What follows belongs to an exercise in optimizing a design on an open flow for a short achievable clock period and few clock cycles per item; a production flow would make more cautious choices.
At most, simulation tests tie the RTL to the original design; equivalence was not proved.
No driver is modelled on the clock port, so clocking that relies on it looks cheaper here than on a real chip.
Power and IR drop assume default switching activity.

## cache_source
module cache_source(
clk,
rst,
PRead_request,
PWrite_request,
PRead_ready,
PWrite_done,
PWrite_data,
PRead_data,
PAddress,
MRead_request,
MWrite_request,
MRead_ready,
MWrite_done,
MWrite_data,
MRead_data,
MAddress
);
Size in the first run: about 390 flip-flops, about 17000 µm² of cells after synthesis.
Settings: LEC_CHECK=0, ABC_CLOCK_PERIOD_IN_PS=1000, CAP_MARGIN=20, CORE_MARGIN=2, CORE_UTILIZATION=40, SETUP_SLACK_MARGIN=3, SLEW_MARGIN=20, TNS_END_PERCENT=100; clock period 5.0 ns.
run.sh (not shown) runs the stock make flow with config.mk's settings and CLKGATE_MAP_FILE= SYNTH_SCRIPT=/design/flow/synth_recipe.tcl, a recipe that flattens the netlist after the stock synthesis.
Edit:
Settings changed: ABC_CLOCK_PERIOD_IN_PS 1000 to 500, SETUP_SLACK_MARGIN 3 to 2.5.
Hold slack loses 14 ps.
Setup slack loses 66 ps.
Via count shrinks by 6.1%.
Synthesized area does not change.
First-iteration DRC count shrinks by 11%.
Critical path depth shrinks by 1.
Utilization shrinks by 3.6 points.
Wire length shrinks by 12%.
Sequential power barely changes.
Cell area shrinks by 7.0%.
Die area does not change.
No run of this note included a check of the RTL's function; only the layout flow was run.

* * *

cache_source, a different RTL version from the one above (not shown whole).
Size in the first run: about 1300 cells after synthesis, roughly 410 flip-flops, about 82 I/O pins.
clock: 5.0 ns
lec_check: 0
abc_clock_period_in_ps: 1000
cap_margin: 20
core_margin: 2
core_utilization: 40
setup_slack_margin: 3
slew_margin: 20
synth_hierarchical: 1
synth_minimum_keep_size: 0
tns_end_percent: 100
Testbench counts at the start, summed over its fixed seeds: cycles 103,715, items 24,000.
==> next run, changes <==
==> flow/flow/run.sh (new file) <==
#!/bin/bash
# The standard layout, with two hooks: port buffers made strong after the
# resize step, and after CTS the clock root buffer dropped and timing repaired
# again (see the .tcl files beside this script).
HERE=$(pwd)
export POST_RESIZE_TCL=$HERE/flow/post_resize.tcl
export POST_CTS_TCL=$HERE/flow/post_cts.tcl
bash standard.sh > standard.log 2>&1
status=$?
tail -n 20 standard.log
exit $status
==> flow/flow/post_cts.tcl (new file) <==
set block [ord::get_db_block]
set clknet [[$block findBTerm clk] getNet]
set loads [$clknet getITerms]
if {[llength $loads] == 1} {
  set root [[lindex $loads 0] getInst]
  set onet [[$root findITerm X] getNet]
  set sinks {}
  foreach it [$onet getITerms] { if {[$it getInst] != $root} { lappend sinks $it } }
  if {[llength $sinks] <= 4} {
    puts "Removing clock root [$root getName] with [llength $sinks] loads"
    foreach it $sinks { $it disconnect; $it connect $clknet }
    odb::dbInst_destroy $root
    odb::dbNet_destroy $onet
  }
}
# More setup repair passes than the flow's one.
estimate_parasitics -placement
for {set i 0} {$i < 3} {incr i} {
  repair_timing -setup -setup_margin $::env(SETUP_SLACK_MARGIN) -repair_tns 100 -verbose
  estimate_parasitics -placement
}
detailed_placement
estimate_parasitics -placement
report_worst_slack -max
==> flow/flow/post_resize.tcl (new file) <==
# Port buffers: strong cells (the resizer leaves some as delay cells).
foreach inst [get_cells -quiet {input* output*}] {
  set m [get_property [get_lib_cells -of_objects $inst] name]
  if {![string match "sky130_fd_sc_hd__*buf*" $m] && ![string match "sky130_fd_sc_hd__dly*" $m]} { continue }
  set want [expr {[string match "input*" [get_name $inst]] ? "sky130_fd_sc_hd__buf_12" : "sky130_fd_sc_hd__buf_6"}]
  if {$m ne $want} { replace_cell $inst $want }
}
==> flow/standard.sh (new file) <==
#!/bin/bash
# synth_recipe.tcl (not shown) runs the flow's synth.tcl, then flattens the netlist and writes it again
# the make line also repeats each setting of config.mk as NAME=value (left out here)
make -C /OpenROAD-flow-scripts/flow DESIGN_CONFIG=/design/flow/config.mk WORK_HOME=/design/flow/orfs CLKGATE_MAP_FILE= SYNTH_SCRIPT=/design/flow/synth_recipe.tcl "${@:-finish}"
removed: flow/run.sh
=> The changed run completed without violations; clock skew goes up by 15 ps; clock-buffer cell count goes up by 7; critical path depth goes up by 8; synthesized cell count is unchanged; non-clock buffer count stays the same; power goes up slightly; die area is unchanged; global-route usage stays flat; first-iteration DRC count goes up by a few percent; via count goes up slightly.

* * *

job 3776:
Another version of the RTL of cache_source (not shown whole).
For scale: about 820 cells after synthesis, about 82 I/O pins, ~0.012 sq mm of cells after synthesis.
Settings: LEC_CHECK=0, ABC_CLOCK_PERIOD_IN_PS=1000, CAP_MARGIN=20, CORE_MARGIN=2, CORE_UTILIZATION=60, PLACE_DENSITY=0.8, SETUP_SLACK_MARGIN=3, SLEW_MARGIN=20, TNS_END_PERCENT=100; clock period 5.0 ns.
Stock flow here: none of the scripts above is used.
Job 3776 completed end to end with timing, DRC and antenna clean.
Testbench counts of job 3776, summed over its fixed seeds: cycles 63,741, items 24,000.
Modified inputs, job 2292 compared to job 3776
Settings: CORE_UTILIZATION changed from 60 to 40; PLACE_DENSITY removed (was 0.8).
Notes after the runs:
Job 3776 → job 2292: effective utilization at floorplan shrank by 21 points, wire length of the first global-routing pass shrank by 9.5%. Job 2292: setup slack is 260 ps higher than what job 3776 reported. Job 3776: PASS, flow complete, no timing, DRC or antenna violations. Job 2292 was carried through to the last stage, and its layout satisfied the timing, design-rule and antenna checks. Sum of met2 wire segment lengths after detailed routing, job 2292 vs job 3776: down by a little under 10%. On met1 global-route usage: between job 2292 and job 3776, it ends up lower for job 2292. Compared with job 3776, job 2292 shows a lower final critical path time including I/O delays and setup. Post-layout instance area on job 2292 is behind job 3776. Diff job 2292 and job 3776: global-route usage lower in job 2292. Going from job 3776 to job 2292, number of placement rows went up, sequential cell area share lost 0.83 points, power lower.
The following lists how job 6951 was set up differently from job 2292:
Settings: ABC_CLOCK_PERIOD_IN_PS: 1000 -> unset; TNS_END_PERCENT: 100 -> unset; SETUP_SLACK_MARGIN: 3 -> unset.
| largest net degree at the start of global routing | job 6951 vs job 2292 | 15 higher |. On critical path depth: between job 6951 and job 2292, it ends up lower for job 6951. Job 6951 supports a lower top clock frequency than job 2292. Of job 6951 and job 2292, the run reporting the higher number of nets at the end of the flow was job 2292. The final critical-path share of the clock period of job 6951 exceeds that of job 2292 by 17 points. Between job 6951 and job 2292, the required time of the critical path does not differ in any meaningful way. Job 6951 has sequential cell area share above what job 2292 had. There was hardly any difference in number of antenna diodes between job 2292 and job 6951. Comparing job 6951 and job 2292, critical path's largest stage delay is lower on job 2292. Job 6951 vs job 2292: power down.

* * *

Another version of the RTL of cache_source (not shown whole).
Size: roughly 82 I/O pins.
Design cache_source, start of the top module:
module cache_source(
clk,
rst,
PRead_request,
PWrite_request,
PRead_ready,
PWrite_done,
PWrite_data,
PRead_data,
PAddress,
MRead_request,
MWrite_request,
MRead_ready,
MWrite_done,
MWrite_data,
MRead_data,
MAddress
);
export LEC_CHECK = 0
export ABC_CLOCK_PERIOD_IN_PS = 1000
export CAP_MARGIN = 20
export CORE_MARGIN = 2
export CORE_UTILIZATION = 65
export PLACE_DENSITY = 0.75
export SETUP_SLACK_MARGIN = 3
export SLEW_MARGIN = 20
export SYNTH_HIERARCHICAL = 1
export SYNTH_MINIMUM_KEEP_SIZE = 0
export TNS_END_PERCENT = 100
create_clock -name core_clock -period 5.0 [get_ports {clk}]
standard.sh (not shown) runs the stock make flow with config.mk's settings and CLKGATE_MAP_FILE= SYNTH_SCRIPT=/design/flow/synth_recipe.tcl, a recipe that flattens the netlist after the stock synthesis.
==> flow/flow/run.sh <==
#!/bin/bash
# The standard layout, with two hooks: port buffers made strong after the
# resize step, and after CTS timing repaired
# again (see the .tcl files beside this script).
HERE=$(pwd)
export POST_RESIZE_TCL=$HERE/flow/post_resize.tcl
export POST_CTS_TCL=$HERE/flow/post_cts.tcl
bash standard.sh > standard.log 2>&1
status=$?
tail -n 20 standard.log
exit $status
==> flow/flow/post_cts.tcl <==
# More setup repair passes than the flow's one.
estimate_parasitics -placement
for {set i 0} {$i < 3} {incr i} {
  repair_timing -setup -setup_margin $::env(SETUP_SLACK_MARGIN) -repair_tns 100 -verbose
  estimate_parasitics -placement
}
detailed_placement
estimate_parasitics -placement
report_worst_slack -max
==> flow/flow/post_resize.tcl <==
# Port buffers: strong cells (the resizer leaves some as delay cells).
foreach inst [get_cells -quiet {input* output*}] {
  set m [get_property [get_lib_cells -of_objects $inst] name]
  if {![string match "sky130_fd_sc_hd__*buf*" $m] && ![string match "sky130_fd_sc_hd__dly*" $m]} { continue }
  set want [expr {[string match "input*" [get_name $inst]] ? "sky130_fd_sc_hd__buf_12" : "sky130_fd_sc_hd__buf_6"}]
  if {$m ne $want} { replace_cell $inst $want }
}
Testbench counts at the start, summed over its fixed seeds: cycles 103,715, items 24,000.
Rerun with:
==> flow/run.sh (new file) <==
#!/bin/bash
# synth_recipe.tcl (not shown) runs the flow's synth.tcl, then flattens the netlist and writes it again
# the make line also repeats each setting of config.mk as NAME=value (left out here)
make -C /OpenROAD-flow-scripts/flow DESIGN_CONFIG=/design/flow/config.mk WORK_HOME=/design/flow/orfs CLKGATE_MAP_FILE= SYNTH_SCRIPT=/design/flow/synth_recipe.tcl finish
- CORE_UTILIZATION: 65 -> 40
- PLACE_DENSITY: 0.75 -> not set
removed: flow/flow/run.sh
removed: flow/flow/post_cts.tcl
removed: flow/flow/post_resize.tcl
removed: flow/standard.sh
Outcome: The changed run passed the timing, design-rule and antenna checks. Die area is higher by 61%. Worst setup slack got worse by 0.026 ns. Total power is higher by about 4%. Sequential power stays flat. Hold slack hardly moves. Via count is lower by 4.5%.
Rerun with:
==> flow/flow/run.sh (new file) <==
#!/bin/bash
# The standard layout, with three hooks (the .tcl files beside this script):
# registers that drive outputs moved next to their output buffers after
# detailed placement, port buffers made strong after the resize step, and
# timing repaired again after CTS.
HERE=$(pwd)
export POST_DETAIL_PLACE_TCL=$HERE/flow/post_dp.tcl
export POST_RESIZE_TCL=$HERE/flow/post_resize.tcl
export POST_CTS_TCL=$HERE/flow/post_cts.tcl
bash standard.sh > standard.log 2>&1
status=$?
tail -n 20 standard.log
exit $status
==> flow/flow/post_cts.tcl (new file) <==
# More setup repair passes than the flow's one.
estimate_parasitics -placement
for {set i 0} {$i < 3} {incr i} {
  repair_timing -setup -setup_margin $::env(SETUP_SLACK_MARGIN) -repair_tns 100 -verbose
  estimate_parasitics -placement
}
detailed_placement
estimate_parasitics -placement
report_worst_slack -max
==> flow/flow/post_dp.tcl (new file) <==
# Move each register that drives an output buffer next to that buffer, then
# legalize.
set block [ord::get_db_block]
set moved 0
foreach bt [$block getBTerms] {
  if {[$bt getIoType] ne "OUTPUT"} continue
  set net [$bt getNet]
  foreach it [$net getITerms] {
    if {![$it isOutputSignal]} continue
    set buf [$it getInst]
    set in [$buf findITerm A]
    if {$in eq "NULL" || $in eq ""} continue
    set dnet [$in getNet]
    foreach dit [$dnet getITerms] {
      if {![$dit isOutputSignal]} continue
      set ff [$dit getInst]
      if {![string match "*df*" [[$ff getMaster] getName]]} continue
      set loc [$buf getLocation]
      $ff setLocation [lindex $loc 0] [lindex $loc 1]
      incr moved
    }
  }
}
puts "post_dp: moved $moved registers next to their output buffers"
detailed_placement
==> flow/flow/post_resize.tcl (new file) <==
# Port buffers: strong cells (the resizer leaves some as delay cells).
foreach inst [get_cells -quiet {input* output*}] {
  set m [get_property [get_lib_cells -of_objects $inst] name]
  if {![string match "sky130_fd_sc_hd__*buf*" $m] && ![string match "sky130_fd_sc_hd__dly*" $m]} { continue }
  set want [expr {[string match "input*" [get_name $inst]] ? "sky130_fd_sc_hd__buf_12" : "sky130_fd_sc_hd__buf_6"}]
  if {$m ne $want} { replace_cell $inst $want }
}
==> flow/standard.sh (new file) <==
#!/bin/bash
# synth_recipe.tcl (not shown) runs the flow's synth.tcl, then flattens the netlist and writes it again
# the make line also repeats each setting of config.mk as NAME=value (left out here)
make -C /OpenROAD-flow-scripts/flow DESIGN_CONFIG=/design/flow/config.mk WORK_HOME=/design/flow/orfs CLKGATE_MAP_FILE= SYNTH_SCRIPT=/design/flow/synth_recipe.tcl "${@:-finish}"
removed: flow/run.sh
Worst setup slack is better by 0.028 ns.
Sequential power hardly moves.
Combinational power increases by 19%.
Cell area increases by 3.6%.
Utilization increases by 1.7 points.
Rerun with:
==> flow/flow/run.sh (replaced) <==
#!/bin/bash
# The standard layout, with two hooks: port buffers made strong after the
# resize step, and after CTS timing repaired
# again (see the .tcl files beside this script).
HERE=$(pwd)
export POST_RESIZE_TCL=$HERE/flow/post_resize.tcl
export POST_CTS_TCL=$HERE/flow/post_cts.tcl
bash standard.sh > standard.log 2>&1
status=$?
tail -n 20 standard.log
exit $status
removed: flow/flow/post_dp.tcl
Result: The new run finished clean; utilization went down by 0.79 points; via count shrinks by 1.2%; register-to-register slack improved by 0.06 ns.
Rerun with:
==> flow/flow/run.sh (replaced) <==
#!/bin/bash
# The standard layout, with three hooks (the .tcl files beside this script):
# registers that drive outputs moved next to their output buffers after
# detailed placement, port buffers made strong after the resize step, and
# timing repaired again after CTS.
HERE=$(pwd)
export POST_DETAIL_PLACE_TCL=$HERE/flow/post_dp.tcl
export POST_RESIZE_TCL=$HERE/flow/post_resize.tcl
export POST_CTS_TCL=$HERE/flow/post_cts.tcl
bash standard.sh > standard.log 2>&1
status=$?
tail -n 20 standard.log
exit $status
==> flow/flow/post_dp.tcl (new file) <==
# Move each register that drives an output buffer next to that buffer, then
# legalize.
set block [ord::get_db_block]
set moved 0
foreach bt [$block getBTerms] {
  if {[$bt getIoType] ne "OUTPUT"} continue
  set net [$bt getNet]
  foreach it [$net getITerms] {
    if {![$it isOutputSignal]} continue
    set buf [$it getInst]
    set in [$buf findITerm A]
    if {$in eq "NULL" || $in eq ""} continue
    set dnet [$in getNet]
    foreach dit [$dnet getITerms] {
      if {![$dit isOutputSignal]} continue
      set ff [$dit getInst]
      if {![string match "*df*" [[$ff getMaster] getName]]} continue
      set loc [$buf getLocation]
      $ff setLocation [lindex $loc 0] [lindex $loc 1]
      incr moved
    }
  }
}
puts "post_dp: moved $moved registers next to their output buffers"
detailed_placement
- CORE_UTILIZATION: 40 -> 65
- PLACE_DENSITY: not set -> 0.75
Effect: The new run completed with no timing, DRC or antenna violations; global-route usage grows by 15 points; combinational power grows by about 6%; routed wire length goes up by about 4%; non-clock buffer count went up by 10; clock-buffer cell count drops by 10; final area shrinks by 1.2%; worst hold slack hardly moves; sequential share of layout area rose by 0.62 points; area after synthesis is unchanged; synthesized cell count is unchanged.

==> what the ideal ports hide <==
In the flow no input, the clock included, has a driving cell. The finished layouts below were timed again as built, in two steps.
Step 1 assumes that a clkbuf_16 drives the clock port and a buf_2 every other input.
Step 2, shift: input delay + t, output delay - t, t = (earliest + latest rising clock arrival at the registers) / 2. This alone moves slack from input paths to output paths.
Slacks: ideal / step 1 / step 2; pairs: ideal / step 1.
run	shift t [ns]	setup slack, ns	worst register clock-pin slew, ns	worst data-port slew with drivers (ns)
the first run of note 1	0.614	2.549 / 2.390 / 1.776	0.07 / 0.07	0.26
the second run of note 1	0.609	2.483 / 2.457 / 1.848	0.07 / 0.07	0.09
the first run of note 2	0.613	2.961 / 2.906 / 2.360	0.07 / 0.07	0.06
the second run of note 2	0.491	2.833 / 2.888 / 2.397	0.06 / 0.06	0.08
job 3776	0.602	0.932 / 0.790 / 0.790	0.07 / 0.07	0.27
job 2292	0.601	1.195 / 0.996 / 0.996	0.06 / 0.06	0.27
job 6951	0.610	0.364 / 0.342 / 0.342	0.06 / 0.06	0.05
the first run of note 4	0.601	2.962 / 2.771 / 2.169	0.07 / 0.07	0.32
the second run of note 4	0.641	2.936 / 2.875 / 2.264	0.07 / 0.07	0.25
the third run of note 4	0.643	2.964 / 2.723 / 2.080	0.06 / 0.06	0.37
the fourth run of note 4	0.633	2.934 / 2.858 / 2.224	0.06 / 0.06	0.27
the fifth run of note 4	0.607	2.974 / 2.770 / 2.163	0.07 / 0.07	0.31
After both steps setup and hold are still met in every run listed. The setup slack of the third run of note 4, which loses most, moves by -0.241 ns with the drivers and by -0.884 ns with both steps.
